What follows belongs to an exercise in optimizing a design on an open flow for small area; a production flow would make more cautious choices.
In this exercise RTL edits were held to simulation tests only and were not proved equivalent to the original.
Power figures rest on the tool's default switching activity, not on a simulated workload. The clock port is modelled as an ideal driver; clocking choices that lean on that would not hold on a real chip.

**flow/flow/run.sh**
```bash
#!/bin/bash
set -euo pipefail
export BUFFER_PORTS_ARGS="-buffer_cell sky130_fd_sc_hd__buf_1"
export CTS_ARGS="-sink_clustering_enable -repair_clock_nets -sink_clustering_size 30 -sink_clustering_max_diameter 80 -buf_list sky130_fd_sc_hd__clkbuf_16 -dont_use_dummy_load"
bash standard.sh > flow_make.log 2>&1
```
**flow/standard.sh**
```bash
#!/bin/bash
# synth_recipe.tcl (not shown) runs the flow's synth.tcl, then flattens the netlist and writes it again
# the make line also repeats each setting of config.mk as NAME=value (left out here)
make -C /OpenROAD-flow-scripts/flow DESIGN_CONFIG=/design/flow/config.mk WORK_HOME=/design/flow/orfs CLKGATE_MAP_FILE= SYNTH_SCRIPT=/design/flow/synth_recipe.tcl "${@:-finish}"
```
**flow/config.mk**
```make
export PLATFORM = sky130hd
export DESIGN_NAME = apb_wrapper
export DESIGN_NICKNAME = apb_wrapper
export VERILOG_FILES = /design/flow/design.v
export SDC_FILE = /design/flow/constraint.sdc
export NUM_CORES = 4
export LEC_CHECK = 0
export CAP_MARGIN = 20
export CORE_MARGIN = 2
export CORE_UTILIZATION = 70
export SLEW_MARGIN = 20
```
**flow/constraint.sdc**
```tcl
create_clock -name core_clock -period 5.0 [get_ports {pclk}]
set_input_delay 1.0000 -clock core_clock [delete_from_list [all_inputs] [get_ports {pclk}]]
set_output_delay 1.0000 -clock core_clock [all_outputs]
set_load 0.01 [all_outputs]
```
**flow/design.v**
```verilog
module apb_wrapper #(parameter
            ADDR_WIDTH = 16,
            DATA_WIDTH = 32 )
(
    input   logic                       pclk,
    input   logic                       preset_n,
    input   logic                       tx_valid,
    input   logic   [1:0]               tx_encode,
    input   logic   [ADDR_WIDTH-1:0]    tx_addr,
    input   logic   [DATA_WIDTH-1:0]    tx_wdata,
    output  logic   [DATA_WIDTH-1:0]    tx_rdata,
    output  logic                       tx_rvalid,
    output  logic                       Intr ,            
    input   logic                       Tx_done_i,       
    input   logic                       Rx_done_i,
    input   logic                       Arb_done_i
    );
    localparam [3:0] OP_RZERO = 4'd9;
    localparam [3:0] OP_WST   = 4'd10;
    localparam [3:0] OP_WIE   = 4'd11;
    localparam [3:0] OP_NONE  = 4'd15;
    reg         s_setup;
    reg         s_acc;
    reg  [4:0]  op;
    reg  [16:0] cfg0;
    reg  [20:0] cfg1;
    reg  [31:0] cfg4, cfg5, cfg6, cfg7, cfg8;
    reg  [6:0]  vld;             
    reg  [2:0]  status_reg;
    reg  [2:0]  intr_en;
    wire        req    = tx_valid & ~tx_encode[1];
    wire        take   = req & ~s_setup;
    wire        is_wr  = tx_encode[0];
    wire        in_map = (tx_addr[15:6] == 10'd0) && (tx_addr[1:0] == 2'b00)
                         && (~tx_addr[5] || (tx_addr[4:2] == 3'b000));
    wire [3:0]  idx    = tx_addr[5:2];
    wire        err    = (tx_addr > 16'h0020);
    wire        wtake  = take & is_wr & in_map;
    wire        we0 = wtake && (idx == 4'd0);
    wire        we1 = wtake && (idx == 4'd1);
    wire        we4 = wtake && (idx == 4'd4);
    wire        we5 = wtake && (idx == 4'd5);
    wire        we6 = wtake && (idx == 4'd6);
    wire        we7 = wtake && (idx == 4'd7);
    wire        we8 = wtake && (idx == 4'd8);
    reg  [4:0]  op_next;
    always @(*) begin
        if (is_wr) begin
            if (in_map && idx[3:1] == 3'd1) op_next = {1'b1, idx[0], tx_wdata[2:0]};
            else                            op_next = {1'b0, OP_NONE};
        end else begin
            if (in_map)                     op_next = {1'b0, idx};
            else if (err)                   op_next = {1'b0, OP_NONE};
            else                            op_next = {1'b0, OP_RZERO};
        end
    end
    always @(posedge pclk or negedge preset_n) begin
        if (~preset_n) begin
            s_setup <= 1'b0;
            s_acc   <= 1'b0;
        end else begin
            s_setup <= take;
            s_acc   <= s_setup;
        end
    end
    always @(posedge pclk) begin
        if (~s_setup) begin
            op  <= op_next;
        end
    end
    always @(posedge pclk) begin
        if (we0) cfg0 <= {tx_wdata[24:16], tx_wdata[7:0]};
        if (we1) cfg1 <= tx_wdata[20:0];
        if (we4) cfg4 <= tx_wdata;
        if (we5) cfg5 <= tx_wdata;
        if (we6) cfg6 <= tx_wdata;
        if (we7) cfg7 <= tx_wdata;
        if (we8) cfg8 <= tx_wdata;
    end
    always @(posedge pclk or negedge preset_n) begin
        if (~preset_n) vld <= 7'b0;
        else           vld <= vld | {we8, we7, we6, we5, we4, we1, we0};
    end
    wire acc_rst = s_acc && (op == 5'd2);
    wire acc_wst = s_acc && op[4] && !op[3];
    wire acc_wie = s_acc && op[4] && op[3];
    wire [2:0] wd3 = op[2:0];
    always @(posedge pclk or negedge preset_n) begin
        if (~preset_n) begin
            status_reg <= 3'b0;
            intr_en    <= 3'b0;
        end else begin
            if (acc_rst)      status_reg <= 3'b0;
            else if (acc_wst) status_reg <= status_reg & ~wd3;
            else              status_reg <= {Arb_done_i, Rx_done_i, Tx_done_i};
            if (acc_wie)      intr_en    <= wd3;
        end
    end
    assign Intr = |(status_reg & intr_en);
    wire lo   = ~op[3];
    wire sel0 = lo && op[2:0] == 3'd0 && vld[0];
    wire sel1 = lo && op[2:0] == 3'd1 && vld[1];
    wire sel2 = lo && op[2:0] == 3'd2;
    wire sel3 = lo && op[2:0] == 3'd3;
    wire sel4 = lo && op[2:0] == 3'd4 && vld[2];
    wire sel5 = lo && op[2:0] == 3'd5 && vld[3];
    wire sel6 = lo && op[2:0] == 3'd6 && vld[4];
    wire sel7 = lo && op[2:0] == 3'd7 && vld[5];
    wire sel8 = op[3] && !op[0] && vld[6];
    wire [31:0] rmux =
          ({32{sel0}} & {7'b0, cfg0[16:8], 8'b0, cfg0[7:0]})
        | ({32{sel1}} & {11'b0, cfg1})
        | ({32{sel2}} & {29'b0, status_reg})
        | ({32{sel3}} & {29'b0, intr_en})
        | ({32{sel4}} & cfg4)
        | ({32{sel5}} & cfg5)
        | ({32{sel6}} & cfg6)
        | ({32{sel7}} & cfg7)
        | ({32{sel8}} & cfg8);
    always @(posedge pclk) begin
        tx_rdata <= rmux;
    end
    always @(posedge pclk or negedge preset_n) begin
        if (~preset_n) tx_rvalid <= 1'b0;
        else           tx_rvalid <= s_acc && !op[4] && !(op[3] && op[1]);
    end
endmodule
```
==> results.json, run 1 <==
{
  "critPathLaunch": "tx_addr[7]",
  "start_util": 0.723,
  "final.setup.tns_ns": 0,
  "reg2reg_depth": 4,
  "ctsHoldBuffers": 0,
  "grt_pass1_vias": 4623,
  "clk_path_buf_depth": 3,
  "synth_seq_cells": 251,
  "yosys_warnings": 1,
  "syn_area_um2": 8720,
  "drt_drc_violations_left": 0,
  "fp.coreArea_um2": 12100,
  "post-cts-setup-buffers": 0,
  "dpl.hpwl_um": 9110,
  "period_minus_slack_ns": 2.72,
  "crit_type": "in2reg",
  "max_slew.worst_pin.slew_ns": 1.05,
  "max-vdd-ir-drop_v": 0.000314,
  "n_fill_cell": 672,
  "outcome": "timing/DRC/antenna clean",
  "io_pins": 90,
  "async_reset_ff_frac": 0.0637,
  "timing.rr.end": "cfg0[9]",
  "cts_root_buffer": "clkbuf_16",
  "p_leak_nw": 3.07,
  "worstReg2RegStart": "s_setup",
  "cap_violations": 0,
  "postSynthAreaPerCell_um2": 18.1,
  "holdWs_ns": 0.427,
  "critPathRequiredTime_ns": 5.17,
  "core.rowCount": 40,
  "ant_nets": 0,
  "drive_gt1_frac": 0.0789,
  "die_h_um": 116,
  "fp.dieW_um": 116,
  "yosysSeqAreaShare": 0.819,
  "fin_nets": 628,
  "p_per_area_nw_per_um2": 347,
  "ff2ff_setup_slack_ns": 2.61,
  "slew_headroom": 0.296,
  "viasPerCell": 6.30,
  "clock_sinks": 251,
  "overflow": 0,
  "worstSetupEndpointType": "flop",
  "port_buffers": 89,
  "first_iter_violations": 584,
  "syn_nets": 537,
  "rsz0062_at_grt": "no",
  "final_max_slew_viol_count": 0,
  "crit_fanout": 14,
  "antenna_cells": 0,
  "cts_buffers": 12,
  "syn2layout_area_growth_pct": 9.82,
  "mostFrequentLayoutCell": "edfxtp_1",
  "grt_pass1_wl_um": 25100,
  "synth_flop_cell": "edfxtp_1",
  "drt-pass1-iter-count": 8,
  "hp-class": "reg2reg",
  "cts_tree": "built",
  "whs_path_depth": 0,
  "yosysUniqueCellTypes": 41,
  "dp.cells": 726,
  "grt_max_degree": 34,
  "dieArea_um2": 13400,
  "cp_data_arrival_time_ns": 2.89,
  "worstSkewPairLatency_ns": 0.46,
  "worst_setup_path_start_kind": "primary input",
  "drt-wirelength-per-cell_um": 22.1,
  "setup_violations": 0,
  "grt_usage": 0.253,
  "synth_edf_count": 203,
  "antenna_found_initial": 0,
  "hold-path-endpoint": "s_acc",
  "postCtsResizedCells": 0,
  "finalHoldViolCount": 0,
  "cts.clk_slew.worst_paths_ns": 0.11,
  "syn_inst": 481,
  "drt_wl_total_um": 16300,
  "finalNonFillerCells": 738,
  "num_vias": 4648,
  "final_cell_mix": "203 x edfxtp_1, 89 x buf_1, 66 x a22oi_1, 32 x dfxtp_1, 29 x nand3_1",
  "h-tree-depth": 1,
  "post-route-period-util": 0.544,
  "skew_ns": 0.0473,
  "holdCritStartpoint": "s_setup",
  "gp_congestion": 0.802,
  "max_freq_ghz": 0.368
}
## final cells by class
cell class	count	area (µm²)	share of cell area
multi-input cells	200	1470	0.154
well taps	168	210	0.0220
clock buffers	12	300	0.0314
repair buffers	102	432	0.0451
inverters	5	18.8	0.00196
flip-flops and latches	251	7140	0.746
## Yosys cell counts (2+ instances only)
| master | count | area share |
|---|---|---|
| nand2b_1 | 3 | 0.0022 |
| nor3_2 | 2 | 0.0023 |
| nor4_2 | 3 | 0.0043 |
| inv_1 | 4 | 0.0017 |
| buf_2 | 9 | 0.0052 |
| nand2_1 | 10 | 0.0043 |
| nor3_1 | 7 | 0.0040 |
| o32a_1 | 2 | 0.0023 |
| and4b_1 | 2 | 0.0023 |
| nand4_1 | 3 | 0.0022 |
| a21oi_1 | 6 | 0.0034 |
| mux2_2 | 5 | 0.0065 |
| a22oi_1 | 66 | 0.057 |
| nand3b_1 | 3 | 0.0026 |
| or2_1 | 7 | 0.0050 |
| buf_6 | 3 | 0.0039 |
| buf_4 | 4 | 0.0034 |
| edfxtp_1 | 203 | 0.70 |
| nor3b_1 | 5 | 0.0043 |
| nand3_1 | 29 | 0.017 |
| dfxtp_1 | 32 | 0.073 |
| nor2_1 | 9 | 0.0039 |
| nor2b_1 | 2 | 0.0014 |
| a32o_1 | 2 | 0.0023 |
| clkbuf_1 | 9 | 0.0039 |
| dfrtp_1 | 16 | 0.046 |
| a222oi_1 | 21 | 0.024 |
## metal layers
layer  track usage  vias up  share of wire
met2         0.420      192           0.50
met1         0.352     2300           0.41
met3        0.0439       25          0.075
li1              -     2131              -
met5             0        -              0
met4        0.0755        0          0.016
## worst max-delay path, stage by stage
cell,delay [ns]
buf_1,0.08
nor4_2,0.33
nand4_2,0.42
nor3_2,0.73
buf_4,0.32
## stage by stage
step / util / setup slack, ns / power [W] / cell area (µm²)
after floorplan: - / 0.599 / 0.00233 / 8720
after global placement: 0.769 / 1.85 / 0.00237 / 9270
after detailed placement: 0.769 / 1.80 / 0.00238 / 9270
after CTS: 0.794 / 2.29 / 0.00334 / 9570
after global routing: 0.794 / 2.11 / 0.00341 / 9570
final: 0.794 / 2.28 / 0.00333 / 9570
## how the worst max path moves through the flow
stage / endpoint / slack, ns / cells past startpoint
5_1_grt: cfg0[12] / 2.11 / 5
2_1_floorplan: cfg4[0] / 0.60 / 4
6_report: cfg0[9] / 2.28 / 5
4_1_cts: cfg0[12] / 2.29 / 5
3_3_place_gp: cfg0[12] / 1.85 / 5
3_5_place_dp: cfg0[6] / 1.80 / 5
## power breakdown
part           internal, W  switching (W)  leakage [nW]
clock network     0.000434       0.000563         0.148
logic            0.0000215      0.0000416         0.637
registers          0.00226     0.00000563          2.28
## cells by family (layout without fill, tap and decap cells)
| group | count (synthesis) | after routing | share of synthesized area |
|---|---|---|---|
| muxes | 5 | 5 | 0.00646 |
| buffers and inverters | 30 | 119 | 0.0185 |
| DFF | 251 | 251 | 0.819 |
| and+or+nand+nor | 92 | 92 | 0.0619 |
| AOI/OAI and AO/OA | 103 | 103 | 0.0943 |
==> run 2: changes to the inputs <==
==> flow/flow/run.sh (replaced) <==
#!/bin/bash
set -euo pipefail
export BUFFER_PORTS_ARGS="-buffer_cell sky130_fd_sc_hd__buf_1"
export CTS_ARGS="-sink_clustering_enable -repair_clock_nets -sink_clustering_size 36 -sink_clustering_max_diameter 100 -buf_list sky130_fd_sc_hd__clkbuf_16 -dont_use_dummy_load"
bash standard.sh > flow_make.log 2>&1
--- a/flow/config.mk
+++ b/flow/config.mk
@@ -6,6 +6,6 @@
 export NUM_CORES = 4
 export LEC_CHECK = 0
-export CAP_MARGIN = 20
+export CAP_MARGIN = 0
 export CORE_MARGIN = 2
 export CORE_UTILIZATION = 70
-export SLEW_MARGIN = 20
+export SLEW_MARGIN = 0
==> run 2 against run 1 <==
  * Combinational power about the same
  * Wire length down 1.9%
  * Clock skew down 0.021 ns
  * Sequential share of layout area up 0.39 points
  * Non-clock buffer count unchanged
  * Sequential power about the same
  * Sequential cell count unchanged
  * Global-route usage down 0.35 points
  * Total power down 2.8%
  * Fmax down 0.30%
  * Worst setup slack worse by 0.0082 ns
  * Critical path type unchanged
  * Largest cell class unchanged
==> results.json, run 2 <==
{
  "period_minus_slack_ns": 2.73,
  "synth_xor_area_frac": 0,
  "postCtsResizedCells": 0,
  "final_cell_mix": "203 x edfxtp_1, 89 x buf_1, 66 x a22oi_1, 32 x dfxtp_1, 29 x nand3_1",
  "core.rowCount": 40,
  "worstSetupEndpointType": "flop",
  "final.setup.tns_ns": 0,
  "grt_usage": 0.249,
  "cellInternalPower_w": 0.00265,
  "port_buffers": 89,
  "dieArea_um2": 13400,
  "io_pins": 90,
  "drt-wirelength-per-cell_um": 21.7,
  "hp-class": "reg2reg",
  "grt_max_degree": 37,
  "max_freq_ghz": 0.367,
  "yosysUniqueCellTypes": 41,
  "syn_area_um2": 8720,
  "cts.clk_slew.worst_paths_ns": 0.12,
  "antenna_found_initial": 0,
  "cp_data_arrival_time_ns": 2.90,
  "cts_buffers": 10,
  "cts_tree": "built",
  "antenna_cells": 0,
  "seqCellArea_um2": 7140,
  "clk_path_buf_depth": 3,
  "critPathMaxStageDelay_ns": 0.74,
  "worstSkewPairLatency_ns": 0.48,
  "grt_pass1_wl_um": 25000,
  "post-route-period-util": 0.545,
  "p_comb_frac": 0.019,
  "crit_fanout": 14,
  "synth_most_common_cell": "edfxtp_1",
  "worst_setup_path_start_kind": "primary input",
  "switching_share": 0.181,
  "crit_family": "simple AND/OR/NAND/NOR gates",
  "drt_wl_total_um": 16000,
  "ctsHoldBuffers": 0,
  "synth_edf_count": 203,
  "ff2ff_setup_slack_ns": 2.61,
  "rsz0062_at_grt": "no",
  "synth_seq_cells": 251,
  "synth_top_family_by_area": "compound AO/OA/AOI/OAI gates",
  "met1_length_um": 6570,
  "cts_root_buffer": "clkbuf_16",
  "synth_flop_cell": "edfxtp_1",
  "clock_sinks": 251,
  "muxShareOfSynthArea": 0.00646,
  "synthTopCellsByArea": "edfxtp_1 70%, dfxtp_1 7.3%, a22oi_1 5.7%, dfrtp_1 4.6%, a222oi_1 2.4%",
  "drive_gt1_frac": 0.0757,
  "async_reset_ff_frac": 0.0637,
  "cap_violations": 0,
  "yosysSeqAreaShare": 0.819,
  "design_area_um2": 9520,
  "num_vias": 4679,
  "synth_top_cells_by_count": "203 x edfxtp_1, 66 x a22oi_1, 32 x dfxtp_1",
  "outcome": "timing/DRC/antenna clean",
  "synth_top_area_cell": "edfxtp_1",
  "n_fill_cell": 674,
  "die_h_um": 116,
  "crit_type": "in2reg",
  "synth_top_area_frac": 0.699,
  "top_layer": "met4",
  "syn_nets": 537,
  "wl_met3_um": 1100,
  "setup_violations": 0,
  "viasPerCell": 6.36,
  "dr_wl_met2_um": 8080,
  "fp.dieW_um": 116,
  "drt_drc_violations_left": 0,
  "slew_headroom": 0.310,
  "postSynthAreaPerCell_um2": 18.1,
  "worstPathCellList": "buf_1, nor4_2, nand4_2, nor3_2, buf_4",
  "h-tree-depth": 1,
  "slowest_stage": "nor3_2",
  "syn_inst": 481,
  "max_slew.worst_pin.slew_ns": 1.03,
  "fin_nets": 626,
  "first_iter_violations": 619,
  "synthAdderAreaFrac": 0,
  "drt-pass1-iter-count": 7,
  "synth-compound-area-share": 0.0943,
  "switching_power_w": 0.000585,
  "holdWs_ns": 0.431,
  "finalHoldViolCount": 0,
  "skew_ns": 0.0260,
  "final_max_slew_viol_count": 0,
  "ant_nets": 0,
  "p_clk_frac": 0.280,
  "p_seq_frac": 0.701,
  "overflow": 0,
  "multi_input_area_um2": 1470,
  "p_leak_nw": 3.04,
  "yosys.area_share.simple": 0.0619,
  "max-vdd-ir-drop_v": 0.000287,
  "dpl.hpwl_um": 9110,
  "post-cts-setup-buffers": 0,
  "gp_congestion": 0.802,
  "p_per_area_nw_per_um2": 339,
  "critPathRequiredTime_ns": 5.17,
  "cp.buffers_inverters": 2,
  "syn2layout_area_growth_pct": 9.24,
  "grt_pass1_vias": 4672,
  "start_util": 0.723,
  "place_area_um2": 9270,
  "fp.coreArea_um2": 12100,
  "mostFrequentLayoutCell": "edfxtp_1",
  "yosys_warnings": 1
}
## run 2: cell counts after synthesis
No cell type changed its count.
## run 2: final timing paths
check,end,cells after the start,start
worst max-delay path,cfg0[6],5,tx_addr[7]
worst min-delay path,s_acc,0,s_setup
worst max register to register,cfg0[6],4,s_setup
worst min register to register,s_acc,0,s_setup
max in group asynchronous,intr_en[2],1,preset_n
min in group asynchronous,vld[2],1,preset_n
## run 2: area by class of cell
type	instances	share of cell area
sequential	251	0.750
multi-input combinational	200	0.155
timing repair buffer	102	0.0453
tap	168	0.0221
inverter	5	0.00197
clock buffer	10	0.0263
## run 2: per-stage QoR
step / util / cells / setup WS (ns) / total power, W
detailed placement: 0.769 / 726 / 1.80 / 0.00238
global placement: 0.769 / 726 / 1.85 / 0.00237
floorplan: - / 481 / 0.599 / 0.00233
CTS: 0.789 / 736 / 2.28 / 0.00325
finish: 0.789 / 736 / 2.27 / 0.00323
global route: 0.789 / 736 / 2.09 / 0.00332
## run 2: logic make-up (layout without fill, tap and decap cells)
kind of cell / Yosys count / after routing
compound gates: 103 / 103
simple gates: 92 / 92
buf+inv: 30 / 117
flops: 251 / 251
mux: 5 / 5
## run 2: layer usage
| metal | vias up | global-route usage |
|---|---|---|
| met1 | 2343 | 0.347 |
| met3 | 25 | 0.0392 |
| met2 | 186 | 0.418 |
| li1 | 2125 | - |
| met5 | - | 0 |
| met4 | 0 | 0.0723 |
## run 2: power groups by stage
stage	combinational (W)	sequential [W]	clock (W)
6_report	0.0000630	0.00227	0.000903
5_1_grt	0.0000708	0.00227	0.000982
4_1_cts	0.0000628	0.00227	0.000917
3_5_place_dp	0.0000628	0.00231	0
3_3_place_gp	0.0000582	0.00231	0
2_1_floorplan	0.0000191	0.00231	0
==> run 3: changes to the inputs <==
==> flow/flow/run.sh (replaced) <==
#!/bin/bash
set -euo pipefail
export BUFFER_PORTS_ARGS="-buffer_cell sky130_fd_sc_hd__buf_1"
export CTS_ARGS="-sink_clustering_enable -repair_clock_nets -sink_clustering_size 20 -sink_clustering_max_diameter 60 -buf_list sky130_fd_sc_hd__clkbuf_8 -dont_use_dummy_load"
bash standard.sh > flow_make.log 2>&1
==> run 3 against run 2 <==
  * Hold slack lost 0.0053 ns
  * Worst setup slack better by 0.028 ns
  * Critical path depth stayed put
  * Wire length is 1.7% higher
  * Via count grew 0.62%
  * Clock skew increased by 0.0069 ns
  * Synthesized cell count unchanged
  * Largest power group unchanged
==> results.json, run 3 <==
{
  "postCtsResizedCells": 0,
  "p_clk_frac": 0.265,
  "rsz0062_at_grt": "no",
  "async_reset_ff_frac": 0.0637,
  "worst_setup_path_start_kind": "primary input",
  "cellInternalPower_w": 0.00257,
  "p_per_area_nw_per_um2": 334,
  "hp-class": "reg2reg",
  "cts_tree": "built",
  "port_buffers": 89,
  "switching_share": 0.188,
  "multi_input_area_um2": 1470,
  "period_minus_slack_ns": 2.70,
  "n_fill_cell": 688,
  "reg2reg_depth": 4,
  "ff2ff_setup_slack_ns": 2.62,
  "synth_most_common_cell": "edfxtp_1",
  "whs_path_depth": 0,
  "drt_wl_total_um": 16300,
  "syn2layout_area_growth_pct": 8.90,
  "grt_pass1_vias": 4657,
  "max-vdd-ir-drop_v": 0.000261,
  "max_slew.worst_pin.slew_ns": 1.06,
  "fp.coreArea_um2": 12100,
  "synth_top_cells_by_count": "203 x edfxtp_1, 66 x a22oi_1, 32 x dfxtp_1",
  "worstSkewPairLatency_ns": 0.50,
  "clock_sinks": 251,
  "final.setup.tns_ns": 0,
  "grt_max_degree": 34,
  "drive_gt1_frac": 0.0854,
  "antenna_cells": 0,
  "final_max_slew_viol_count": 0,
  "critPathRequiredTime_ns": 5.18,
  "syn_area_um2": 8720,
  "ctsHoldBuffers": 0,
  "max_freq_ghz": 0.370,
  "clk_path_buf_depth": 3,
  "drt_drc_violations_left": 0,
  "yosysUniqueCellTypes": 41,
  "synth_flop_cell": "edfxtp_1",
  "start_util": 0.723,
  "crit_type": "in2reg",
  "p_comb_frac": 0.020,
  "core.rowCount": 40,
  "first_iter_violations": 634,
  "cts_root_buffer": "clkbuf_8",
  "dieArea_um2": 13400,
  "p_leak_nw": 3.03,
  "num_vias": 4708,
  "gp_congestion": 0.802,
  "seqCellArea_um2": 7140,
  "setup_violations": 0,
  "die_h_um": 116,
  "worstReg2RegStart": "op[3]",
  "yosysSeqAreaShare": 0.819,
  "p_seq_frac": 0.715,
  "drt-wirelength-per-cell_um": 21.9,
  "cts.clk_slew.worst_paths_ns": 0.10,
  "drt-pass1-iter-count": 6,
  "skew_ns": 0.0328,
  "antenna_found_initial": 0,
  "hold-path-endpoint": "s_acc",
  "worstSetupEndpointType": "flop",
  "cts_buffers": 16,
  "finalHoldViolCount": 0,
  "synthTopCellsByArea": "edfxtp_1 70%, dfxtp_1 7.3%, a22oi_1 5.7%, dfrtp_1 4.6%, a222oi_1 2.4%",
  "synth_top_area_frac": 0.699,
  "synth_edf_count": 203,
  "dpl.hpwl_um": 9110,
  "fp.dieW_um": 116,
  "post-route-period-util": 0.540,
  "synth_seq_cells": 251,
  "crit_fanout": 14,
  "grt_usage": 0.251,
  "io_pins": 90,
  "fin_nets": 632,
  "outcome": "timing/DRC/antenna clean",
  "postSynthAreaPerCell_um2": 18.1,
  "slew_headroom": 0.290,
  "yosys_warnings": 1,
  "ant_nets": 0,
  "cp_data_arrival_time_ns": 2.88,
  "final_cell_mix": "203 x edfxtp_1, 89 x buf_1, 66 x a22oi_1, 32 x dfxtp_1, 29 x nand3_1",
  "timing.rr.end": "tx_rdata[5]",
  "post-cts-setup-buffers": 0,
  "holdCritStartpoint": "s_setup",
  "grt_pass1_wl_um": 25100,
  "holdWs_ns": 0.426,
  "switching_power_w": 0.000595,
  "syn_inst": 481,
  "synth_top_area_cell": "edfxtp_1",
  "viasPerCell": 6.35,
  "mostFrequentLayoutCell": "edfxtp_1",
  "cap_violations": 0,
  "h-tree-depth": 1,
  "syn_nets": 537,
  "overflow": 0
}
## run 3: cell count changes in the layout (fill, tap and decap cells not counted), sizes merged
cell and change:
clkbuf +6
## run 3: critical path, stage by stage
cell	delay, ns
buf_1	0.08
nor4_2	0.34
nand4_2	0.42
nor3_2	0.72
buf_4	0.32
## run 3: power by group through the flow
stage / Combinational (W) / Sequential (W) / Clock, W
finish: 0.0000630 / 0.00227 / 0.000839
global route: 0.0000707 / 0.00227 / 0.000925
CTS: 0.0000628 / 0.00227 / 0.000856
detailed placement: 0.0000628 / 0.00231 / 0
global placement: 0.0000582 / 0.00231 / 0
floorplan: 0.0000191 / 0.00231 / 0
## run 3: area by class of cell
type                            instances  share of cell area
Inverter                                5             0.00198
Tap cell                              168              0.0221
Multi-Input combinational cell        200               0.155
Timing Repair Buffer                  102              0.0455
Sequential cell                       251               0.752
Clock buffer                           16              0.0232
## run 3: metal layers
metal | routed length (µm) | part of all wire | track usage
met5 | 0 | 0 | 0
met4 | 253 | 0.016 | 0.0771
met3 | 1160 | 0.071 | 0.0309
met2 | 8250 | 0.51 | 0.418
met1 | 6620 | 0.41 | 0.357
## run 3: worst max path at each step
stage	startpoint	endpoint	slack, ns	cells past startpoint
2_1_floorplan	tx_addr[7]	cfg4[0]	0.60	4
3_3_place_gp	tx_addr[7]	cfg0[12]	1.85	5
3_5_place_dp	tx_addr[7]	cfg0[6]	1.80	5
4_1_cts	tx_addr[7]	cfg0[8]	2.31	5
5_1_grt	tx_addr[7]	cfg0[9]	2.13	5
6_report	tx_addr[7]	cfg0[8]	2.30	5
## run 3: cells by family (layout without fill, tap and decap cells)
group,count (synthesis),after routing,synth area share
buf+inv,30,123,0.0185
simple gates,92,92,0.0619
mux,5,5,0.00646
compound gates,103,103,0.0943
flops,251,251,0.819
## run 3: stage by stage
step,util,setup slack (ns),cells,instance area [µm²],power (W)
after floorplan,-,0.599,481,8720,0.00233
after CTS,0.787,2.31,742,9490,0.00318
final,0.787,2.30,742,9490,0.00317
after detailed placement,0.769,1.80,726,9270,0.00238
after global routing,0.787,2.13,742,9490,0.00326
after global placement,0.769,1.85,726,9270,0.00237
==> run 4: changes to the inputs <==
==> flow/flow/run.sh (replaced) <==
#!/bin/bash
# The standard layout (standard.sh, unchanged synthesis and steps), with one
# change: the input and output port buffers that global placement inserts are
# made from the smallest buffer cell (sky130_fd_sc_hd__buf_1) instead of the one
# buffer_ports picks by default. Every port still gets its own buffer.
# make's full output (all ORFS steps) goes to flow_make.log here; each ORFS step
# also keeps its own log under orfs/logs/.
set -euo pipefail
export BUFFER_PORTS_ARGS="-buffer_cell sky130_fd_sc_hd__buf_1"
bash standard.sh > flow_make.log 2>&1
--- a/flow/config.mk
+++ b/flow/config.mk
@@ -6,6 +6,9 @@
 export NUM_CORES = 4
 export LEC_CHECK = 0
-export CAP_MARGIN = 0
+export CAP_MARGIN = 20
 export CORE_MARGIN = 2
 export CORE_UTILIZATION = 70
-export SLEW_MARGIN = 0
+export CTS_BUF_LIST = sky130_fd_sc_hd__clkbuf_8
+export CTS_CLUSTER_DIAMETER = 60
+export CTS_CLUSTER_SIZE = 16
+export SLEW_MARGIN = 20
==> run 4 against run 3 <==
  * Worst setup slack gained 0.035 ns
  * Sequential power is essentially flat
  * Still clean
  * Via count grew 0.17%
  * Sequential cell count is the same
  * Final area grew 1.1%
  * First-iteration DRC count shrank 6.0%
  * Largest cell class unchanged
==> results.json, run 4 <==
{
  "critPathMaxStageDelay_ns": 0.73,
  "grt_usage": 0.252,
  "max-vdd-ir-drop_v": 0.000298,
  "cts_tree": "built",
  "crit_fanout": 14,
  "synth_edf_count": 203,
  "p_per_area_nw_per_um2": 344,
  "postSynthAreaPerCell_um2": 18.1,
  "outcome": "timing/DRC/antenna clean",
  "antenna_cells": 0,
  "postCtsResizedCells": 0,
  "final_util": 0.796,
  "synth_top_area_frac": 0.699,
  "overflow": 0,
  "dpl.hpwl_um": 9110,
  "finalNonFillerCells": 758,
  "slowest_stage": "nor3_2",
  "p_leak_nw": 3.12,
  "holdWs_ns": 0.422,
  "start_util": 0.723,
  "critPathRequiredTime_ns": 5.21,
  "clock_sinks": 251,
  "yosysSeqAreaShare": 0.819,
  "finalHoldViolCount": 0,
  "skew_ns": 0.0143,
  "dp.cells": 726,
  "cts_buffers": 19,
  "drt-pass1-iter-count": 8,
  "drt_wl_total_um": 16300,
  "drive_gt1_frac": 0.0932,
  "num_vias": 4716,
  "design_area_um2": 9600,
  "synth_most_common_cell": "edfxtp_1",
  "clk_path_buf_depth": 3,
  "synth_top_area_cell": "edfxtp_1",
  "h-tree-depth": 1,
  "period_minus_slack_ns": 2.66,
  "syn_nets": 537,
  "fp.coreArea_um2": 12100,
  "async_reset_ff_frac": 0.0637,
  "yosys_warnings": 1,
  "fin_nets": 635,
  "io_pins": 90,
  "core.rowCount": 40,
  "place_area_um2": 9270,
  "die_h_um": 116,
  "viasPerCell": 6.22,
  "ant_nets": 0,
  "antenna_found_initial": 0,
  "worst_setup_path_start_kind": "primary input",
  "syn2layout_area_growth_pct": 10.1,
  "post-cts-setup-buffers": 0,
  "cp_data_arrival_time_ns": 2.88,
  "drt-wirelength-per-cell_um": 21.5,
  "yosysUniqueCellTypes": 41,
  "final_cell_mix": "203 x edfxtp_1, 89 x buf_1, 66 x a22oi_1, 32 x dfxtp_1, 29 x nand3_1",
  "grt_pass1_wl_um": 25300,
  "synth_seq_cells": 251,
  "fp.dieW_um": 116,
  "synth_top_cells_by_count": "203 x edfxtp_1, 66 x a22oi_1, 32 x dfxtp_1",
  "max_slew.worst_pin.slew_ns": 1.04,
  "gp_congestion": 0.802,
  "max_freq_ghz": 0.375,
  "cts_root_buffer": "clkbuf_8",
  "slew_headroom": 0.304,
  "dieArea_um2": 13400,
  "first_iter_violations": 596,
  "rsz0062_at_grt": "no",
  "cap_violations": 0,
  "final.setup.tns_ns": 0,
  "drt_drc_violations_left": 0,
  "grt_max_degree": 34,
  "port_buffers": 89,
  "syn_inst": 481,
  "synth_flop_cell": "edfxtp_1",
  "hp-class": "reg2reg",
  "post-route-period-util": 0.533,
  "grt_pass1_vias": 4722,
  "crit_type": "in2reg",
  "mostFrequentLayoutCell": "edfxtp_1",
  "worstPathCellList": "buf_1, nor4_2, nand4_2, nor3_2, buf_4",
  "cts.clk_slew.worst_paths_ns": 0.09,
  "worstSkewPairLatency_ns": 0.51,
  "final_max_slew_viol_count": 0,
  "worstSetupEndpointType": "flop",
  "syn_area_um2": 8720,
  "ctsHoldBuffers": 0,
  "setup_violations": 0,
  "synthTopCellsByArea": "edfxtp_1 70%, dfxtp_1 7.3%, a22oi_1 5.7%, dfrtp_1 4.6%, a222oi_1 2.4%"
}
-- run 4: cell counts after synthesis --
No cell type changed its count.
-- run 4: layout make-up --
| class | count | area, µm² |
|---|---|---|
| inverter | 5 | 18.8 |
| timing repair buffer | 102 | 432 |
| fill | 680 | 2460 |
| sequential | 251 | 7140 |
| multi-input combinational | 200 | 1470 |
| clock buffer | 20 | 275 |
| tap | 168 | 210 |
| clock inverter | 12 | 50.0 |
-- run 4: power breakdown --
part	internal (W)	total [W]	switching [W]
combinational	0.0000215	0.0000628	0.0000414
sequential	0.00226	0.00227	0.00000575
clock	0.000373	0.000972	0.000599
total	0.00265	0.00330	0.000646
-- run 4: worst paths after layout --
check | start | endpoint | slack (ns) | cells past startpoint
worst max-delay path | tx_addr[7] | cfg0[8] | 2.34 | 5
worst min-delay path | s_setup | s_acc | 0.42 | 0
worst max register to register | s_setup | cfg0[8] | 2.61 | 4
worst min register to register | s_setup | s_acc | 0.42 | 0
max in group asynchronous | preset_n | status_reg[0] | 3.91 | 1
min in group asynchronous | preset_n | vld[2] | 0.56 | 1
-- run 4: cells by family after synthesis --
logic type             share of synthesized area
DFF                                        0.819
and+or+nand+nor                           0.0619
muxes                                    0.00646
AOI/OAI and AO/OA                         0.0943
buffers and inverters                     0.0185
-- run 4: critical path, delay by kind of cell --
| kind | cells | cell delay (ns) |
|---|---|---|
| buf+inv | 2 | 0.40 |
| simple gates | 3 | 1.48 |
-- run 4: through the flow --
| step | setup slack (ns) | total power, W |
|---|---|---|
| floorplan | 0.599 | 0.00233 |
| global placement | 1.85 | 0.00237 |
| detailed placement | 1.80 | 0.00238 |
| finish | 2.34 | 0.00330 |
| global route | 2.15 | 0.00340 |
| CTS | 2.35 | 0.00332 |
-- run 4: per-layer routing --
metal  vias to the layer above  global-route usage  wire length [µm]
met4                         0              0.0731               255
met5                         -                   0                 0
met3                        21              0.0413              1220
met1                      2321               0.355              6660
met2                       220               0.417              8190
li1                       2154                   -                 -
==> run 5: changes to the inputs <==
==> flow/flow/run.sh (replaced) <==
#!/bin/bash
# The standard layout (standard.sh: unchanged synthesis and ORFS steps) with
# two changes made through ORFS's own variables:
#  * the port buffers that global placement inserts (one per input and output
#    port, as in the standard flow) use the smallest buffer cell, buf_1;
#  * clock tree synthesis uses clkbuf_8 for clusters of up to 20 sinks and
#    inserts no dummy loads. The tree is still built by TritonCTS, balanced
#    for all registers alike; no register's clock is skewed on purpose.
# make's full output goes to flow_make.log here; each ORFS step also writes its
# own log under orfs/logs/.
set -euo pipefail
export BUFFER_PORTS_ARGS="-buffer_cell sky130_fd_sc_hd__buf_1"
export CTS_ARGS="-sink_clustering_enable -repair_clock_nets -sink_clustering_size 24 -sink_clustering_max_diameter 45 -buf_list sky130_fd_sc_hd__clkbuf_8 -dont_use_dummy_load"
bash standard.sh > flow_make.log 2>&1
==> flow/config.mk (replaced) <==
export PLATFORM = sky130hd
export DESIGN_NAME = apb_wrapper
export DESIGN_NICKNAME = apb_wrapper
export VERILOG_FILES = /design/flow/design.v
export SDC_FILE = /design/flow/constraint.sdc
export NUM_CORES = 4
export LEC_CHECK = 0
export CAP_MARGIN = 0
export CORE_MARGIN = 2
export CORE_UTILIZATION = 70
export SLEW_MARGIN = 0
==> run 5 against run 4 <==
  * Still clean
  * Count of clock-buffer cells in the layout is 1 lower
  * Clock power down 7.4%
  * Register-to-register slack barely moved
  * Final area down 0.66%
  * Worst setup slack lost 0.016 ns
  * Largest cell class unchanged
==> results.json, run 5 <==
{
  "final_max_slew_viol_count": 0,
  "synth_top_area_cell": "edfxtp_1",
  "grt_max_degree": 34,
  "antenna_cells": 0,
  "slew_headroom": 0.293,
  "drt_drc_violations_left": 0,
  "async_reset_ff_frac": 0.0637,
  "synth_seq_cells": 251,
  "syn_area_um2": 8720,
  "grt_usage": 0.251,
  "cap_violations": 0,
  "cp_data_arrival_time_ns": 2.88,
  "yosysUniqueCellTypes": 41,
  "postSynthAreaPerCell_um2": 18.1,
  "crit_type": "in2reg",
  "yosysSeqAreaShare": 0.819,
  "viasPerCell": 6.31,
  "max-vdd-ir-drop_v": 0.000301,
  "rsz0062_at_grt": "no",
  "finalHoldViolCount": 0,
  "start_util": 0.723,
  "worstSetupEndpointType": "flop",
  "post-route-period-util": 0.536,
  "drive_gt1_frac": 0.0901,
  "fp.dieW_um": 116,
  "critPathRequiredTime_ns": 5.20,
  "synth_most_common_cell": "edfxtp_1",
  "drt_wl_total_um": 16300,
  "antenna_found_initial": 0,
  "gp_congestion": 0.802,
  "syn_inst": 481,
  "yosys_warnings": 1,
  "synth_edf_count": 203,
  "dpl.hpwl_um": 9110,
  "postCtsResizedCells": 0,
  "io_pins": 90,
  "skew_ns": 0.0356,
  "setup_ws_ns": 2.32,
  "max_slew.worst_pin.slew_ns": 1.06,
  "p_total_w": 0.00323,
  "synthTopCellsByArea": "edfxtp_1 70%, dfxtp_1 7.3%, a22oi_1 5.7%, dfrtp_1 4.6%, a222oi_1 2.4%",
  "ctsHoldBuffers": 0,
  "fp.coreArea_um2": 12100,
  "fin_nets": 635,
  "drt-wirelength-per-cell_um": 21.8,
  "post-cts-setup-buffers": 0,
  "clk_path_buf_depth": 3,
  "clock_sinks": 251,
  "setup_violations": 0,
  "syn2layout_area_growth_pct": 9.37,
  "max_freq_ghz": 0.373,
  "p_leak_nw": 3.06,
  "syn_nets": 537,
  "place_ws_ns": 1.80,
  "worst_setup_path_start_kind": "primary input",
  "cts_buffers": 19,
  "synth_flop_cell": "edfxtp_1",
  "overflow": 0,
  "whs_path_depth": 0,
  "drt-pass1-iter-count": 7,
  "final.setup.tns_ns": 0,
  "cts_tree": "built",
  "core.rowCount": 40,
  "design_area_um2": 9530,
  "mostFrequentLayoutCell": "edfxtp_1",
  "num_vias": 4702,
  "synth_top_cells_by_count": "203 x edfxtp_1, 66 x a22oi_1, 32 x dfxtp_1",
  "ant_nets": 0,
  "port_buffers": 89,
  "cts.clk_slew.worst_paths_ns": 0.08,
  "cts_root_buffer": "clkbuf_8",
  "outcome": "timing/DRC/antenna clean",
  "ff2ff_setup_slack_ns": 2.61,
  "die_h_um": 116,
  "grt_pass1_vias": 4744,
  "hp-class": "reg2reg",
  "holdWs_ns": 0.439,
  "first_iter_violations": 546,
  "synth_top_area_frac": 0.699,
  "final_cell_mix": "203 x edfxtp_1, 89 x buf_1, 66 x a22oi_1, 32 x dfxtp_1, 29 x nand3_1",
  "reg2reg_depth": 4,
  "worstSkewPairLatency_ns": 0.52,
  "grt_pass1_wl_um": 25200,
  "dieArea_um2": 13400,
  "p_per_area_nw_per_um2": 339,
  "period_minus_slack_ns": 2.68,
  "h-tree-depth": 1,
  "crit_fanout": 14,
  "place_area_um2": 9270
}
run 5: cell counts after synthesis:
No cell type changed its count.
run 5: layout make-up:
class / count / area (µm²)
clock buffers: 19 / 262
fillers: 683 / 2530
inverters: 5 / 18.8
multi-input cells: 200 / 1470
flip-flops and latches: 251 / 7140
well taps: 168 / 210
repair buffers: 102 / 432
run 5: cell families after synthesis:
group                  Yosys count  share of synthesized area
AO/OA/AOI/OAI                  103                     0.0943
AND/OR/NAND/NOR                 92                     0.0619
flip-flops                     251                      0.819
buffers and inverters           30                     0.0185
multiplexers                     5                    0.00646
run 5: critical path: stages:
cell and delay [ns]:
buf_1 0.08, nor4_2 0.33, nand4_2 0.42, nor3_2 0.72
buf_4 0.32
run 5: worst paths after layout:
path / start / end
worst min-delay path: s_setup / s_acc
worst max-delay path: tx_addr[7] / cfg0[8]
min in group asynchronous: preset_n / vld[6]
max in group asynchronous: preset_n / status_reg[2]
worst max register to register: s_setup / cfg0[8]
worst min register to register: s_setup / s_acc
run 5: where the power goes:
part           switching (W)  internal [W]  total (W)
Sequential        0.00000587       0.00226    0.00227
Combinational      0.0000418     0.0000215  0.0000632
Clock               0.000558      0.000342   0.000900
run 5: metal layers:
layer,GRT usage,share of wire
met1,0.346,0.41
met2,0.420,0.50
met5,0,0
met4,0.0859,0.025
met3,0.0397,0.070
run 5: stage by stage:
stage	utilization	instances
global route	0.790	745
floorplan	-	481
detailed placement	0.769	726
CTS	0.790	745
finish	0.790	745
global placement	0.769	726
==> run 6: changes to the inputs <==
--- a/flow/flow/run.sh
+++ b/flow/flow/run.sh
@@ -11,4 +11,4 @@
 set -euo pipefail
 export BUFFER_PORTS_ARGS="-buffer_cell sky130_fd_sc_hd__buf_1"
-export CTS_ARGS="-sink_clustering_enable -repair_clock_nets -sink_clustering_size 24 -sink_clustering_max_diameter 45 -buf_list sky130_fd_sc_hd__clkbuf_8 -dont_use_dummy_load"
+export CTS_ARGS="-sink_clustering_enable -repair_clock_nets -sink_clustering_size 20 -sink_clustering_max_diameter 60 -buf_list sky130_fd_sc_hd__clkbuf_8 -dont_use_dummy_load"
 bash standard.sh > flow_make.log 2>&1
--- a/flow/config.mk
+++ b/flow/config.mk
@@ -9,3 +9,4 @@
 export CORE_MARGIN = 2
 export CORE_UTILIZATION = 70
+export PLACE_DENSITY = 0.85
 export SLEW_MARGIN = 0
==> run 6 against run 5 <==
  * Still clean on timing, DRC and antenna
  * Total power fell by 2.0%
  * Clock skew is 0.015 ns higher
  * Combinational power hardly changed
  * Count of clock-buffer cells in the layout shrank 3
  * First-iteration DRC count is 14% higher
  * Sequential power barely moved
  * Sequential cell count unchanged
  * Synthesized area stayed put
  * Synthesized cell count stayed put
  * Final area down 0.49%
  * Critical path depth stayed put
  * Largest cell class unchanged
  * Largest power group unchanged
==> results.json, run 6 <==
{
  "cts_root_buffer": "clkbuf_8",
  "drt-wirelength-per-cell_um": 21.8,
  "multi_input_area_um2": 1470,
  "worst_setup_path_start_kind": "primary input",
  "fp.coreArea_um2": 12100,
  "max_freq_ghz": 0.400,
  "ff2ff_setup_slack_ns": 2.57,
  "synth_top_area_frac": 0.699,
  "timing.rr.end": "tx_rdata[2]",
  "critPathLaunch": "tx_addr[7]",
  "drt_drc_violations_left": 0,
  "cts.clk_slew.worst_paths_ns": 0.12,
  "dieArea_um2": 13400,
  "p_total_w": 0.00317,
  "place_area_um2": 9260,
  "overflow": 0,
  "slowest_stage": "buf_4",
  "finalHoldViolCount": 0,
  "setup_violations": 0,
  "synth_seq_cells": 251,
  "post-cts-setup-buffers": 0,
  "n_fill_cell": 621,
  "critPathMaxStageDelay_ns": 0.47,
  "dp.cells": 725,
  "synthTopCellsByArea": "edfxtp_1 70%, dfxtp_1 7.3%, a22oi_1 5.7%, dfrtp_1 4.6%, a222oi_1 2.4%",
  "holdCritStartpoint": "s_setup",
  "setup_ws_ns": 2.50,
  "postSynthAreaPerCell_um2": 18.1,
  "synth_top_cells_by_count": "203 x edfxtp_1, 66 x a22oi_1, 32 x dfxtp_1",
  "worstSkewPairLatency_ns": 0.51,
  "grt_pass1_vias": 4692,
  "drt_wl_total_um": 16200,
  "clk_path_buf_depth": 3,
  "ctsHoldBuffers": 0,
  "max_slew.worst_pin.slew_ns": 0.926,
  "syn_inst": 481,
  "port_buffers": 89,
  "cap_violations": 0,
  "final_cell_mix": "203 x edfxtp_1, 89 x buf_1, 66 x a22oi_1, 32 x dfxtp_1, 29 x nand3_1",
  "drive_gt1_frac": 0.0838,
  "seqCellArea_um2": 7140,
  "synth_edf_count": 203,
  "final_max_slew_viol_count": 0,
  "postCtsResizedCells": 0,
  "grt_pass1_wl_um": 24500,
  "async_reset_ff_frac": 0.0637,
  "post-route-period-util": 0.500,
  "first_iter_violations": 625,
  "hold-path-endpoint": "s_acc",
  "place_ws_ns": 2.02,
  "viasPerCell": 6.49,
  "crit_type": "in2reg",
  "skew_ns": 0.0508,
  "reg2reg_depth": 4,
  "yosys_warnings": 1,
  "dpl.hpwl_um": 9140,
  "grt_usage": 0.247,
  "final.setup.tns_ns": 0,
  "rsz0062_at_grt": "no",
  "critPathRequiredTime_ns": 5.10,
  "period_minus_slack_ns": 2.50,
  "grt_max_degree": 34,
  "fp.dieW_um": 116,
  "start_util": 0.723,
  "h-tree-depth": 1,
  "synth_flop_cell": "edfxtp_1",
  "yosysSeqAreaShare": 0.819,
  "synth_top_area_cell": "edfxtp_1",
  "fin_nets": 631,
  "synth_most_common_cell": "edfxtp_1",
  "antenna_found_initial": 1,
  "drt-pass1-iter-count": 6,
  "whs_path_depth": 0,
  "io_pins": 90,
  "worstPathCellList": "buf_1, nor4_2, nand4_2, nor3_2, buf_4",
  "core.rowCount": 40,
  "gp_congestion": 0.851,
  "cts_tree": "built",
  "slew_headroom": 0.382,
  "max-vdd-ir-drop_v": 0.000271,
  "outcome": "timing/DRC/antenna clean",
  "p_per_area_nw_per_um2": 334,
  "yosysUniqueCellTypes": 41,
  "p_leak_nw": 3.03,
  "num_vias": 4814,
  "cp.buffers_inverters": 2,
  "worstReg2RegStart": "op[3]",
  "ant_nets": 0,
  "hp-class": "reg2reg",
  "cp_data_arrival_time_ns": 2.60,
  "syn2layout_area_growth_pct": 8.84,
  "syn_nets": 537,
  "mostFrequentLayoutCell": "edfxtp_1",
  "finalNonFillerCells": 742,
  "cts_buffers": 16,
  "crit_fanout": 33,
  "clock_sinks": 251,
  "die_h_um": 116,
  "design_area_um2": 9490,
  "crit_family": "simple AND/OR/NAND/NOR gates",
  "worstSetupEndpointType": "flop",
  "syn_area_um2": 8720
}
[run 6: power breakdown]
part	internal (W)	leakage, nW	total, W	switching [W]
registers	0.00226	2.28	0.00227	0.00000619
logic	0.0000215	0.631	0.0000635	0.0000420
clock network	0.000291	0.115	0.000836	0.000545
total	0.00257	3.03	0.00317	0.000593
[run 6: kinds of logic after synthesis]
kind of cell	after synthesis	share of synthesized area
flops	251	0.819
simple gates	92	0.0619
mux	5	0.00646
buf+inv	30	0.0185
compound gates	103	0.0943
[run 6: cell type report]
type / instances / share of cell area
multi-input cells: 200 / 0.155
clock buffers: 16 / 0.0232
flip-flops and latches: 251 / 0.752
well taps: 168 / 0.0222
diodes: 1 / 0.000264
repair buffers: 101 / 0.0447
inverters: 5 / 0.00198
[run 6: worst max-delay path by stage]
stage,end,slack [ns],cells after the start
2_1_floorplan,cfg4[0],0.60,4
3_3_place_gp,cfg7[10],2.12,5
3_5_place_dp,cfg6[25],2.02,5
4_1_cts,cfg6[29],2.52,5
5_1_grt,cfg4[28],2.31,5
6_report,cfg4[28],2.50,5
[run 6: per-stage QoR]
stage / utilization / hold WS, ns
after floorplan: - / 0.375
after global placement: 0.768 / 0.389
after detailed placement: 0.768 / 0.390
after CTS: 0.786 / 0.424
after global routing: 0.786 / 0.456
final: 0.787 / 0.428
[run 6: routing by layer]
| layer | share of wire | up-vias | GRT usage |
|---|---|---|---|
| li1 | - | 2131 | - |
| met1 | 0.39 | 2380 | 0.342 |
| met2 | 0.50 | 266 | 0.409 |
| met3 | 0.084 | 37 | 0.0397 |
| met4 | 0.023 | 0 | 0.0843 |
| met5 | 0 | - | 0 |
==> run 7: changes to the inputs <==
--- a/flow/config.mk
+++ b/flow/config.mk
@@ -9,4 +9,3 @@
 export CORE_MARGIN = 2
 export CORE_UTILIZATION = 70
-export PLACE_DENSITY = 0.85
 export SLEW_MARGIN = 0
==> run 7 against run 6 <==
  * Synthesized area unchanged
  * Largest power group unchanged
  * Fmax decreased by 7.4%
  * Register-to-register slack improved by 0.05 ns
  * Final cell count unchanged
  * Synthesized cell count unchanged
  * Combinational power decreased by 0.8%
  * Critical path depth unchanged
  * Utilization about the same
  * Final area about the same
  * First-iteration DRC count increased by 1.4%
  * Sequential power about the same
==> results.json, run 7 <==
{
  "setup_violations": 0,
  "synth_xor_area_frac": 0,
  "h-tree-depth": 1,
  "drt_wl_total_um": 16300,
  "mostFrequentLayoutCell": "edfxtp_1",
  "ff2ff_setup_slack_ns": 2.62,
  "cts_root_buffer": "clkbuf_8",
  "p_total_w": 0.00317,
  "async_reset_ff_frac": 0.0637,
  "synthAdderAreaFrac": 0,
  "final_cell_mix": "203 x edfxtp_1, 89 x buf_1, 66 x a22oi_1, 32 x dfxtp_1, 29 x nand3_1",
  "finalHoldViolCount": 0,
  "num_vias": 4708,
  "seqCellArea_um2": 7140,
  "grt_pass1_wl_um": 25100,
  "postSynthAreaPerCell_um2": 18.1,
  "cts.clk_slew.worst_paths_ns": 0.10,
  "drt-wirelength-per-cell_um": 21.9,
  "synthTopCellsByArea": "edfxtp_1 70%, dfxtp_1 7.3%, a22oi_1 5.7%, dfrtp_1 4.6%, a222oi_1 2.4%",
  "clk_path_buf_depth": 3,
  "rsz0062_at_grt": "no",
  "period_minus_slack_ns": 2.70,
  "postCtsResizedCells": 0,
  "synth-compound-area-share": 0.0943,
  "ctsHoldBuffers": 0,
  "syn_area_um2": 8720,
  "n_fill_cell": 688,
  "fp.coreArea_um2": 12100,
  "antenna_found_initial": 0,
  "critPathRequiredTime_ns": 5.18,
  "overflow": 0,
  "synth_top_area_cell": "edfxtp_1",
  "slew_headroom": 0.290,
  "p_per_area_nw_per_um2": 334,
  "synth_top_area_frac": 0.699,
  "io_pins": 90,
  "worstSetupEndpointType": "flop",
  "viasPerCell": 6.35,
  "grtUsageMet3": 0.0309,
  "grt_usage": 0.251,
  "crit_type": "in2reg",
  "ant_nets": 0,
  "drt_drc_violations_left": 0,
  "muxShareOfSynthArea": 0.00646,
  "synth_top_family_by_area": "compound AO/OA/AOI/OAI gates",
  "drt-pass1-iter-count": 6,
  "synth_flop_cell": "edfxtp_1",
  "p_leak_nw": 3.03,
  "fp.dieW_um": 116,
  "cap_violations": 0,
  "syn_nets": 537,
  "dpl.hpwl_um": 9110,
  "max_freq_ghz": 0.370,
  "port_buffers": 89,
  "max_slew.worst_pin.slew_ns": 1.06,
  "first_iter_violations": 634,
  "post-cts-setup-buffers": 0,
  "outcome": "timing/DRC/antenna clean",
  "die_h_um": 116,
  "gr-max-usage-layer": "met2",
  "cts_tree": "built",
  "cts_buffers": 16,
  "syn_inst": 481,
  "antenna_cells": 0,
  "start_util": 0.723,
  "cp_data_arrival_time_ns": 2.88,
  "grt_max_degree": 34,
  "synth_most_common_cell": "edfxtp_1",
  "skew_ns": 0.0328,
  "final_max_slew_viol_count": 0,
  "core.rowCount": 40,
  "final.setup.tns_ns": 0,
  "clock_sinks": 251,
  "yosysUniqueCellTypes": 41,
  "syn2layout_area_growth_pct": 8.90,
  "synth_edf_count": 203,
  "max-vdd-ir-drop_v": 0.000261,
  "synth_top_cells_by_count": "203 x edfxtp_1, 66 x a22oi_1, 32 x dfxtp_1",
  "grt_use_met2": 0.418,
  "dieArea_um2": 13400,
  "worstSkewPairLatency_ns": 0.50,
  "worst_setup_path_start_kind": "primary input",
  "synth_seq_cells": 251,
  "yosys_warnings": 1,
  "yosys.area_share.simple": 0.0619,
  "post-route-period-util": 0.540,
  "use_met1": 0.357,
  "multi_input_area_um2": 1470,
  "drive_gt1_frac": 0.0854,
  "hp-class": "reg2reg",
  "yosysSeqAreaShare": 0.819,
  "fin_nets": 632,
  "gp_congestion": 0.802,
  "grt_pass1_vias": 4657,
  "crit_fanout": 14
}
==> run 7: metrics by stage <==
step / setup WS [ns] / cells / util / area, µm² / hold slack (ns)
2_1_floorplan: 0.599 / 481 / - / 8720 / 0.375
3_3_place_gp: 1.85 / 726 / 0.769 / 9270 / 0.386
3_5_place_dp: 1.80 / 726 / 0.769 / 9270 / 0.400
4_1_cts: 2.31 / 742 / 0.787 / 9490 / 0.425
5_1_grt: 2.13 / 742 / 0.787 / 9490 / 0.442
6_report: 2.30 / 742 / 0.787 / 9490 / 0.426
==> run 7: power breakdown <==
| group | internal, W | switching (W) | total, W |
|---|---|---|---|
| registers | 0.00226 | 0.00000569 | 0.00227 |
| logic | 0.0000215 | 0.0000416 | 0.0000630 |
| clock network | 0.000291 | 0.000548 | 0.000839 |
| total | 0.00257 | 0.000595 | 0.00317 |
==> run 7: cells by family after synthesis <==
logic type	after synthesis
flops	251
buf+inv	30
simple gates	92
mux	5
compound gates	103
==> run 7: worst max-delay path, stage by stage <==
cell,delay (ns)
buf_1,0.08
nor4_2,0.34
nand4_2,0.42
nor3_2,0.72
buf_4,0.32
==> run 7: per-layer routing <==
layer | up-vias | wire length, µm
li1 | 2134 | -
met1 | 2347 | 6620
met2 | 205 | 8250
met3 | 22 | 1160
met4 | 0 | 253
met5 | - | 0
==> run 7: path summary, 6_finish.rpt <==
| path | depth (start not counted) | startpoint | to |
|---|---|---|---|
| worst max register to register | 4 | op[3] | tx_rdata[5] |
| worst min-delay path | 0 | s_setup | s_acc |
| min in group asynchronous | 1 | preset_n | vld[0] |
| worst min register to register | 0 | s_setup | s_acc |
| worst max-delay path | 5 | tx_addr[7] | cfg0[8] |
| max in group asynchronous | 1 | preset_n | vld[1] |
==> run 7: area by class of cell <==
| type | count | share of cell area |
|---|---|---|
| flip-flops and latches | 251 | 0.752 |
| multi-input cells | 200 | 0.155 |
| repair buffers | 102 | 0.0455 |
| clock buffers | 16 | 0.0232 |
| well taps | 168 | 0.0221 |
| inverters | 5 | 0.00198 |

-- port drivers added, routing unchanged --
The results above use ideal ports. As a check the final layouts listed here were re-extracted and re-timed, cells and wires unchanged. Step 1 (the two cells are an assumption about what drives the block):
set clk [get_ports {pclk}]
set_driving_cell -lib_cell sky130_fd_sc_hd__clkbuf_16 $clk
set_driving_cell -lib_cell sky130_fd_sc_hd__buf_2 [delete_from_list [all_inputs] $clk]
Step 2 times the ports against the registers' clock, not the clock port: input delays grow and output delays shrink by t, the midpoint of the rising clock arrivals with the driver on. a / b / c = no drivers / after step 1 / after step 2; a / b = the first two.
| run | shift t [ns] | setup slack, ns | worst register clock-pin slew, ns | worst slew at a driven data input, ns |
|---|---|---|---|---|
| run 1 | 0.496 | 2.281 / 2.306 / 1.810 | 0.11 / 0.11 | 0.06 |
| run 2 | 0.503 | 2.273 / 2.290 / 1.787 | 0.12 / 0.12 | 0.06 |
| run 3 | 0.516 | 2.301 / 2.310 / 1.794 | 0.12 / 0.12 | 0.05 |
| run 4 | 0.544 | 2.335 / 2.347 / 1.804 | 0.10 / 0.10 | 0.05 |
| run 5 | 0.530 | 2.319 / 2.332 / 1.802 | 0.12 / 0.12 | 0.05 |
| run 6 | 0.516 | 2.500 / 2.512 / 1.995 | 0.12 / 0.12 | 0.05 |
| run 7 | 0.516 | 2.301 / 2.310 / 1.794 | 0.12 / 0.12 | 0.05 |
After both steps every run listed still meets setup and hold. For run 4, which loses most, drivers alone change the setup slack by +0.012 ns; drivers and shift together by -0.531 ns.
